What follows belongs to an exercise in optimizing a design on an open flow for small area, a short achievable clock period and few clock cycles per item; a production flow would make more cautious choices. The RTL was checked by simulation tests, not by an equivalence proof against the original design. No driver is modelled on the clock port, so clocking that relies on it looks cheaper here than on a real chip.

== tundra ==
Design skinny_top, start of the top module:
module skinny_top (
    input               clock,
    input               reset,
    input               start,
    input [7:0]         input_plaintext,
    input [23:0]        input_tweakey,
    output              ready,
    output              done,
    output [127:0]      ciphertext
);
    reg [127:0] st;      
    reg  [383:0] tkv;
    wire [383:0] tk = tkv ^ 384'hb678464987a92670c949b0b67846c987a927708bf8897426564b13a9257a8bf8cb7426348fd99b70b26ae1cb7436648f;
    reg         loading;
    reg         busy;
    reg [5:0]   rc;      
    reg         done_r;
    reg         ready_r;
    reg         idle_n;      
    wire last = (rc == 6'h0A);    
    wire beat15 = (rc == 6'h00);
    assign ready      = ready_r;
    assign done       = done_r;
    assign ciphertext = st;
    reg loading_n, busy_n;
    always @(*) begin
        loading_n = loading;
        busy_n    = busy;
        if (loading) begin
            if (beat15) begin
                loading_n = 1'b0;
                busy_n    = 1'b1;
            end
        end else if (busy) begin
            if (last)
                busy_n = 1'b0;
        end else if (start) begin
            loading_n = 1'b1;
        end
    end
    always @(posedge clock or posedge reset) begin
        if (reset) begin
            loading <= 1'b0;
            busy    <= 1'b0;
            rc      <= 6'd0;
            done_r  <= 1'b0;
            ready_r <= 1'b0;
            idle_n  <= 1'b1;
        end else begin
            done_r  <= busy & last;
            loading <= loading_n;
            busy    <= busy_n;
            idle_n  <= ~busy_n;
            ready_r <= ~loading_n & ~busy_n;
            rc      <= (loading | busy) ? {rc[4:0], rc[5] ^ rc[4] ^ 1'b1} : 6'h09;
        end
    end
    wire [127:0] st_rnd = round(st, tk, rc);
    wire [383:0] tk_rnd = {tk_sched1(tk[383:256]), tk_sched2(tk[255:128]), tk_sched3(tk[127:0])};
    always @(posedge clock) begin
  ...
Size: roughly 2000 cells after synthesis, roughly 520 flip-flops, about 170 I/O pins.
==> flow/config.mk <==
export PLATFORM = sky130hd
export DESIGN_NAME = skinny_top
export DESIGN_NICKNAME = skinny_top
export VERILOG_FILES = /design/flow/design.v
export SDC_FILE = /design/flow/constraint.sdc
export NUM_CORES = 4
export LEC_CHECK = 0
export CAP_MARGIN = 20
export CORE_MARGIN = 2
export CORE_UTILIZATION = 55
export CTS_CLUSTER_DIAMETER = 120
export CTS_CLUSTER_SIZE = 24
export SLEW_MARGIN = 20
==> flow/constraint.sdc <==
create_clock -name core_clock -period 10.0 [get_ports {clock}]
set_input_delay 2.0000 -clock core_clock [delete_from_list [all_inputs] [get_ports {clock}]]
set_output_delay 2.0000 -clock core_clock [all_outputs]
set_load 0.01 [all_outputs]
standard.sh (not shown) runs the stock make flow with config.mk's settings and CLKGATE_MAP_FILE= SYNTH_SCRIPT=/design/flow/synth_recipe.tcl, a recipe that flattens the netlist after the stock synthesis.
==> flow/flow/run.sh <==
#!/bin/bash
# Standard ORFS layout (the standard.sh), with the resizer asked to aim for
# a setup slack margin of 6.9 ns, so it works the critical paths harder.
set -euo pipefail
bash standard.sh SETUP_SLACK_MARGIN=6.9 POST_CTS_TCL=$PWD/flow/post_cts.tcl RECOVER_MARGIN=7.0 SETUP_MOVE_SEQUENCE=unbuffer,sizeup,swap 'BUFFER_PORTS_ARGS=-buffer_cell sky130_fd_sc_hd__buf_1' finish > standard_flow.log 2>&1
==> flow/flow/post_cts.tcl <==
set block [ord::get_db_block]
set root [$block findInst clkbuf_0_clock]
if { $root != "NULL" } {
  set in_net [[$root findITerm A] getNet]
  set out_net [[$root findITerm X] getNet]
  set loads {}
  foreach it [$out_net getITerms] {
    if { [$it getInst] != $root } { lappend loads $it }
  }
  if { [llength $loads] <= 4 } {
    foreach it $loads {
      $it disconnect
      $it connect $in_net
    }
    odb::dbInst_destroy $root
    odb::dbNet_destroy $out_net
    puts "post_cts: clock port now drives [llength $loads] clock buffers directly"
  } else {
    puts "post_cts: root buffer drives [llength $loads] cells, left in place"
  }
}
if { [info exists ::env(RECOVER_MARGIN)] } {
  estimate_parasitics -placement
  set_clock_uncertainty -setup $::env(RECOVER_MARGIN) [all_clocks]
  report_worst_slack -max
  report_design_area
  repair_timing -recover_power 100
  report_worst_slack -max
  report_design_area
  set_clock_uncertainty -setup 0 [all_clocks]
  detailed_placement
  check_placement -verbose
}
Testbench counts of tundra, summed over its fixed seeds: cycles 27,656, items 384.
Input changes introduced in yarrow (baseline for comparison: tundra):
diff --git a/flow/design.v b/flow/design.v
--- a/flow/design.v
+++ b/flow/design.v
@@ -4,63 +4,65 @@
     input               start,
     input [7:0]         input_plaintext,
     input [23:0]        input_tweakey,
     output              ready,
     output              done,
     output [127:0]      ciphertext
 );
     reg [127:0] st;      
     reg  [383:0] tkv;
     wire [383:0] tk = tkv ^ 384'hb678464987a92670c949b0b67846c987a927708bf8897426564b13a9257a8bf8cb7426348fd99b70b26ae1cb7436648f;
     reg         loading;
+    reg [3:0]   lcnt;
     reg         busy;
-    reg [5:0]   rc;      
+    reg [5:0]   rc;
     reg         done_r;
     reg         ready_r;
     reg         idle_n;      
     wire last = (rc == 6'h0A);    
-    wire beat15 = (rc == 6'h00);
     assign ready      = ready_r;
     assign done       = done_r;
     assign ciphertext = st;
     reg loading_n, busy_n;
     always @(*) begin
         loading_n = loading;
         busy_n    = busy;
         if (loading) begin
-            if (beat15) begin
+            if (lcnt == 4'd15) begin
                 loading_n = 1'b0;
                 busy_n    = 1'b1;
             end
         end else if (busy) begin
             if (last)
                 busy_n = 1'b0;
         end else if (start) begin
             loading_n = 1'b1;
         end
     end
     always @(posedge clock or posedge reset) begin
         if (reset) begin
             loading <= 1'b0;
+            lcnt    <= 4'd0;
             busy    <= 1'b0;
             rc      <= 6'd0;
             done_r  <= 1'b0;
             ready_r <= 1'b0;
             idle_n  <= 1'b1;
         end else begin
             done_r  <= busy & last;
             loading <= loading_n;
             busy    <= busy_n;
             idle_n  <= ~busy_n;
             ready_r <= ~loading_n & ~busy_n;
-            rc      <= (loading | busy) ? {rc[4:0], rc[5] ^ rc[4] ^ 1'b1} : 6'h09;
+            lcnt    <= loading ? lcnt + 4'd1 : 4'd1;
+            rc      <= busy ? {rc[4:0], rc[5] ^ rc[4] ^ 1'b1} : 6'h01;
         end
     end
     wire [127:0] st_rnd = round(st, tk, rc);
     wire [383:0] tk_rnd = {tk_sched1(tk[383:256]), tk_sched2(tk[255:128]), tk_sched3(tk[127:0])};
     always @(posedge clock) begin
         st <= ({128{busy}} & st_rnd) | ({128{idle_n}} & {st[119:0], input_plaintext});
     end
     wire [383:0] tk_ld = {tk[359:0], input_tweakey};
     always @(posedge clock) begin
         tkv[376] <= ~(((tk_rnd[376] ^ 1'b1) | idle_n) & ((tk_ld[376] ^ 1'b1) | busy));
         tkv[377] <= ~(((tk_rnd[377] ^ 1'b0) | idle_n) & ((tk_ld[377] ^ 1'b0) | busy));
Notes after the runs:
- Lower via count goes to yarrow over tundra.
- Wire length reported by the detailed router, tundra and yarrow, higher one = tundra.
- Of tundra and yarrow, tundra shows the higher area fraction in compound gates after synthesis, with yarrow below it.
- On met1 track demand over resource: between tundra and yarrow, it ends up lower for yarrow.
- Per the comparison of yarrow with tundra, global-route usage now smaller; cell area after placement now larger.
- As of yarrow, layout clock buffer count had risen by a little under 10% compared to tundra.
- Compared with tundra, in yarrow number of ordinary and repair buffers in the finished layout down 0.58%; worst setup timing slack at the placement stage saw an increase.
- ~same maximum frequency in tundra and yarrow
Testbench counts of yarrow, summed over its fixed seeds: cycles 27,656, items 384.

what the ideal ports hide:
In the flow no input, the clock included, has a driving cell. The finished layouts below were timed again as built, in two steps. Step 1: set_driving_cell puts a clkbuf_16 on clock and a buf_2 on each other input, an assumption about the parent block. Step 2 adds t to the input delays and takes it off the output delays; t is the mean of the earliest and latest rising clock arrival at the registers after step 1. Input paths then give back, and output paths get back, about the clock's delay inside the block. a / b / c = ideal ports / drivers / drivers and shift; a / b = the first two.
run | t, ns | slack for setup (ns) | latest minus earliest clock arrival (ns) | pins driven straight from the clock port
tundra | 0.494 | 6.996 / 6.928 / 7.043 | 0.022 / 0.023 | 2
yarrow | 0.489 | 6.989 / 6.922 / 7.081 | 0.021 / 0.020 | 2
After both steps setup and hold are still met in every run listed.
